This is an optimization exercise on Yosys and OpenROAD, whose aim is small area and a short achievable clock period, not a production implementation.
Where RTL was checked, it was by simulation tests only, not by an equivalence proof against the original.
No activity file was given, so power comes from the tool's default toggle rates.

==> module quant_divider, before the edit <==
module quant_divider (
    input  [23:0] i_p,
    input         i_v24,
    input  [22:0] i_nm,
    output        o_bit,
    output [23:1] o_p,
    output        o_r23
);
    localparam N = 24;
    localparam L = 5;
    wire [N-1:0] b = {1'b0, i_nm};
    wire [N-1:0] p = i_p;
    wire [N-1:0] g = ~p & b;                   
    wire [N-1:0] G [0:L];
    wire [N-1:0] P [0:L];
    assign G[0] = {g[N-1:1], p[0] | b[0]};
    assign P[0] = {p[N-1:1], 1'b0};
    genvar l, i;
    generate
        for (l = 0; l < L; l = l + 1) begin : g_lvl
            for (i = 0; i < N; i = i + 1) begin : g_bit
                if (i >= (1 << l)) begin : m
                    assign G[l+1][i] = G[l][i] | (P[l][i] & G[l][i - (1 << l)]);
                    assign P[l+1][i] = P[l][i] & P[l][i - (1 << l)];
                end else begin : k
                    assign G[l+1][i] = G[l][i];
                    assign P[l+1][i] = P[l][i];
                end
            end
        end
    endgenerate
    wire [N-1:0] cy  = G[L];               
    wire [N-1:0] cin = {cy[N-2:0], 1'b1};      
    assign o_bit = i_v24 | cy[N-1];
    wire [N:0]   bn  = {2'b00, i_nm};          
    wire [N-1:0] x   = p ^ bn[N:1];
    wire [N-1:0] sel = o_bit ? cin : b;
    wire [N-1:0] r   = x ^ sel ^ bn[N:1];
    assign o_r23 = r[N-1];
    assign o_p   = x[N-2:0] ^ sel[N-2:0];
endmodule
Settings: LEC_CHECK=0, CAP_MARGIN=20, CORE_MARGIN=2, CORE_UTILIZATION=60, CTS_CLUSTER_DIAMETER=100, CTS_CLUSTER_SIZE=30, SETUP_SLACK_MARGIN=2.5, SLEW_MARGIN=20; clock period 5.0 ns.
standard.sh (not shown) runs the stock make flow with config.mk's settings and CLKGATE_MAP_FILE= SYNTH_SCRIPT=/design/flow/synth_recipe.tcl, a recipe that flattens the netlist after the stock synthesis.
==> flow/flow/run.sh <==
#!/bin/bash
# The standard ORFS layout, run whole; the only change is the cell used
# for the input and output port buffers (the smallest plain buffer instead of the
# delay buffer the resizer picks by default).
set -euo pipefail
export BUFFER_PORTS_ARGS="-buffer_cell sky130_fd_sc_hd__buf_1"
bash standard.sh > standard.log 2>&1
Next try:
--- a/flow/design.v
+++ b/flow/design.v
@@ -46,31 +46,42 @@
 );
     localparam N = 24;
     localparam L = 5;
     wire [N-1:0] b = {1'b0, i_nm};
     wire [N-1:0] p = i_p;
     wire [N-1:0] g = ~p & b;                   
-    wire [N-1:0] G [0:L];
-    wire [N-1:0] P [0:L];
+    wire [N-1:0] G [0:2*L-1];
+    wire [N-1:0] P [0:2*L-1];
     assign G[0] = {g[N-1:1], p[0] | b[0]};
     assign P[0] = {p[N-1:1], 1'b0};
     genvar l, i;
     generate
-        for (l = 0; l < L; l = l + 1) begin : g_lvl
+        for (l = 0; l < L; l = l + 1) begin : g_up
             for (i = 0; i < N; i = i + 1) begin : g_bit
-                if (i >= (1 << l)) begin : m
+                if (((i + 1) % (2 << l)) == 0) begin : m
                     assign G[l+1][i] = G[l][i] | (P[l][i] & G[l][i - (1 << l)]);
                     assign P[l+1][i] = P[l][i] & P[l][i - (1 << l)];
                 end else begin : k
                     assign G[l+1][i] = G[l][i];
                     assign P[l+1][i] = P[l][i];
                 end
             end
         end
+        for (l = L - 2; l >= 0; l = l - 1) begin : g_dn
+            for (i = 0; i < N; i = i + 1) begin : g_bit
+                if (((i + 1) % (2 << l)) == (1 << l) && i > (1 << l)) begin : m
+                    assign G[2*L-1-l][i] = G[2*L-2-l][i] | (P[2*L-2-l][i] & G[2*L-2-l][i - (1 << l)]);
+                    assign P[2*L-1-l][i] = P[2*L-2-l][i] & P[2*L-2-l][i - (1 << l)];
+                end else begin : k
+                    assign G[2*L-1-l][i] = G[2*L-2-l][i];
+                    assign P[2*L-1-l][i] = P[2*L-2-l][i];
+                end
+            end
+        end
     endgenerate
-    wire [N-1:0] cy  = G[L];               
+    wire [N-1:0] cy  = G[2*L-1];               
     wire [N-1:0] cin = {cy[N-2:0], 1'b1};      
     assign o_bit = i_v24 | cy[N-1];
     wire [N:0]   bn  = {2'b00, i_nm};          
     wire [N-1:0] x   = p ^ bn[N:1];
     wire [N-1:0] sel = o_bit ? cin : b;
     wire [N-1:0] r   = x ^ sel ^ bn[N:1];
After rerunning: Sequential cell count does not change; synthesized cell count drops by 11%; non-clock buffer count drops by 1; cell count drops by 9.2%; clock power stays flat.
No functional check of the RTL was part of the first run of this note.

== JK ==
RTL: one of the versions met above, not the one the previous note started from.
Size in the first run: roughly 3000 cells after synthesis, roughly 22000 sq um of cells after synthesis.
Design quantizer, start of the top module:
module quantizer(
    input         clk,
    input         rst,
    input  [31:0] i_max,
    input  [31:0] i_activation,
    output [7:0]  o_index
);
==> module quant_pre, before the edit <==
module quant_pre(
    input             clk,
    input             rst,
    input      [31:0] i_max,
    input      [31:0] i_activation,
    output reg [23:0] o_p,      
    output reg        o_a24,    
    output reg [22:0] o_nm,     
    output reg [2:0]  o_sh,     
    output reg        o_sat     
);
    wire [7:0]  em = i_max[30:23];
    wire [7:0]  ea = i_activation[30:23];
    wire [22:0] mm = i_max[22:0];
    wire [22:0] ma = i_activation[22:0];
    wire [7:0]  d  = em - ea;
    wire big  = ea > em;
    wire zero = ea < (em - 8'd8);
    wire eq   = (ea == em);
    reg [24:0] a;
    always @(*) begin
        if (zero & ~big)
            a = 25'd0;
        else if (eq)
            a = {1'b1, ma, 1'b0};
        else
            a = {2'b01, ma};
    end
    always @(posedge clk) begin
        o_p   <= a[23:0] ^ {1'b0, ~mm};
        o_a24 <= a[24];
        o_nm  <= ~mm;
        o_sh  <= eq ? 3'd0 : (d[2:0] - 3'd1);
        o_sat <= big | (eq & ~zero & (ma >= mm));
    end
endmodule
==> module quantizer, before the edit <==
module quantizer(
    input         clk,
    input         rst,
    input  [31:0] i_max,
    input  [31:0] i_activation,
    output [7:0]  o_index
);
    wire [23:0] p0;
    wire        a24;
    wire [22:0] nm0;
    wire [2:0]  sh0;
    wire        sat0;
    quant_pre u_quant_pre(
        .clk(clk), .rst(rst), .i_max(i_max), .i_activation(i_activation),
        .o_p(p0), .o_a24(a24), .o_nm(nm0), .o_sh(sh0), .o_sat(sat0)
    );
    wire [23:1] p   [1:8];
    wire        r23 [1:8];
    wire [22:0] nm  [1:8];
    wire [2:0]  sh  [1:8];
    wire        sat [1:8];
    wire [7:0]  q   [1:8];    
    wire c1;
    quant_divider u_step1(.i_p(p0), .i_v24(a24), .i_nm(nm0),
                          .o_bit(c1), .o_p(p[1]), .o_r23(r23[1]));
    assign nm[1]  = nm0;
    assign sh[1]  = sh0;
    assign sat[1] = sat0;
    assign q[1]   = {7'd0, c1};
    genvar k;
    generate
        for (k = 2; k <= 8; k = k + 1) begin : g_stage
            reg [23:1] r_p;
            reg        r_r23;
            reg [22:0] r_nm;
            reg [2:0]  r_sh;
            reg        r_sat;
            reg [6:0]  r_q;
            always @(posedge clk) begin
                r_p   <= p[k-1];
                r_r23 <= r23[k-1];
                r_nm  <= nm[k-1];
                r_sh  <= sh[k-1];
                r_sat <= sat[k-1];
                r_q   <= q[k-1][6:0];
            end
            wire c;
            quant_divider u_step(.i_p({r_p, r_nm[0]}), .i_v24(r_r23), .i_nm(r_nm),
                                 .o_bit(c), .o_p(p[k]), .o_r23(r23[k]));
            assign nm[k]  = r_nm;
            assign sh[k]  = r_sh;
            assign sat[k] = r_sat;
            assign q[k]   = {r_q, c};
        end
    endgenerate
    wire [7:0] idx = sat[8] ? 8'hff : (q[8] >> sh[8]);
    reg [3:0] r_cnt;
    reg [7:0] r_index;
    always @(posedge clk or posedge rst) begin
        if (rst) begin
            r_cnt   <= 4'd0;
            r_index <= 8'd0;
        end else begin
            if (!r_cnt[3])
                r_cnt <= r_cnt + 4'd1;
            r_index <= idx & {8{r_cnt[3]}};
        end
    end
    assign o_index = r_index;
endmodule
export LEC_CHECK = 0
export ABC_AREA = 1
export CAP_MARGIN = 20
export CORE_MARGIN = 2
export CORE_UTILIZATION = 60
export CTS_CLUSTER_DIAMETER = 100
export CTS_CLUSTER_SIZE = 30
export SETUP_SLACK_MARGIN = 2.7
export SLEW_MARGIN = 20
create_clock -name core_clock -period 5.0 [get_ports {clk}]
Scripts as last shown in full above: flow/flow/run.sh
Relative to JK, the following input files were edited for MS:
--- a/flow/design.v
+++ b/flow/design.v
@@ -7,32 +7,28 @@
     output reg [23:0] o_p,      
     output reg        o_a24,    
     output reg [22:0] o_nm,     
-    output reg [2:0]  o_sh,     
+    output reg [3:0]  o_sh,     
     output reg        o_sat     
 );
     wire [7:0]  em = i_max[30:23];
     wire [7:0]  ea = i_activation[30:23];
     wire [22:0] mm = i_max[22:0];
     wire [22:0] ma = i_activation[22:0];
-    wire [7:0]  d  = em - ea;
     wire big  = ea > em;
+    wire eq   = (ea == em);
     wire zero = ea < (em - 8'd8);
-    wire eq   = (ea == em);
-    reg [24:0] a;
-    always @(*) begin
-        if (zero & ~big)
-            a = 25'd0;
-        else if (eq)
-            a = {1'b1, ma, 1'b0};
-        else
-            a = {2'b01, ma};
-    end
+    wire sat  = big | (eq & (em[7:3] != 5'd0) & (ma >= mm));
+    wire [2:0] dm1 = em[2:0] - ea[2:0] - 3'd1;
+    wire [23:0] b    = {1'b0, ~mm};
+    wire [23:0] p_eq = {ma, 1'b0} ^ b;
+    wire [23:0] p_ne = {1'b1, ma} ^ b;
+    wire [23:0] p    = eq ? p_eq : p_ne;
     always @(posedge clk) begin
-        o_p   <= a[23:0] ^ {1'b0, ~mm};
-        o_a24 <= a[24];
+        o_p   <= p;
+        o_a24 <= eq;
         o_nm  <= ~mm;
-        o_sh  <= eq ? 3'd0 : (d[2:0] - 3'd1);
-        o_sat <= big | (eq & ~zero & (ma >= mm));
+        o_sh  <= zero ? 4'd8 : eq ? 4'd0 : {1'b0, dm1};
+        o_sat <= sat;
     end
 endmodule
 `timescale 1ns / 1ps
@@ -99,7 +95,7 @@
     wire [23:0] p0;
     wire        a24;
     wire [22:0] nm0;
-    wire [2:0]  sh0;
+    wire [3:0]  sh0;
     wire        sat0;
     quant_pre u_quant_pre(
         .clk(clk), .rst(rst), .i_max(i_max), .i_activation(i_activation),
@@ -108,7 +104,7 @@
     wire [23:1] p   [1:8];
     wire        r23 [1:8];
     wire [22:0] nm  [1:8];
-    wire [2:0]  sh  [1:8];
+    wire [3:0]  sh  [1:8];
     wire        sat [1:8];
     wire [7:0]  q   [1:8];    
     wire c1;
@@ -124,7 +120,7 @@
             reg [23:1] r_p;
             reg        r_r23;
             reg [22:0] r_nm;
-            reg [2:0]  r_sh;
+            reg [3:0]  r_sh;
             reg        r_sat;
             reg [6:0]  r_q;
             always @(posedge clk) begin
[summary]
JK → MS: area used by multi-input combinational logic fell by about 1.5%; simple-gate share of the synthesized area fell by 2.2 points. Quantity of gates resized following cts: MS < JK. MS has sequential power above what JK had. Async set-reset flop share out of synthesis delta (MS -> JK): insignificant. Diff JK -> MS: global routing met3 resource utilization down 0.31 points, design area down 1.1%, total power down about 0.4%, final critical delay including setup and external delays down 0.10 ns. JK → MS: full die area saw a decrease, required time of the critical path +0.04 ns, clock power rose about 3%.

re-timing with driven ports:
No port has a modelled driver above. Below, the same layouts with a new extraction and two added sets of constraints. Step 1 assumes that a clkbuf_16 drives the clock port and a buf_2 every other input. Step 2 times the ports against the registers' clock, not the clock port: input delays grow and output delays shrink by t, the midpoint of the rising clock arrivals with the driver on. Three values: ideal, step 1, step 2; two values: the first two.
| run | shift t [ns] | setup slack, ns | worst hold slack (ns) | slew at the worst register clock pin (ns) | cell pins on the clock port's net |
|---|---|---|---|---|---|
| the first run of note 1 | 0.569 | 2.489 / 2.515 / 1.947 | 0.331 / 0.331 / 0.331 | 0.11 / 0.11 | 1 |
| the second run of note 1 | 0.568 | 2.517 / 2.518 / 1.950 | 0.332 / 0.332 / 0.332 | 0.10 / 0.10 | 1 |
| JK | 0.581 | 2.690 / 2.686 / 2.105 | 0.335 / 0.335 / 0.335 | 0.10 / 0.10 | 1 |
| MS | 0.577 | 2.790 / 2.819 / 2.242 | 0.331 / 0.331 / 0.331 | 0.10 / 0.10 | 1 |
After both steps every run listed still meets setup and hold. The setup slack of JK, which loses most, moves by -0.004 ns with the drivers and by -0.585 ns with both steps.
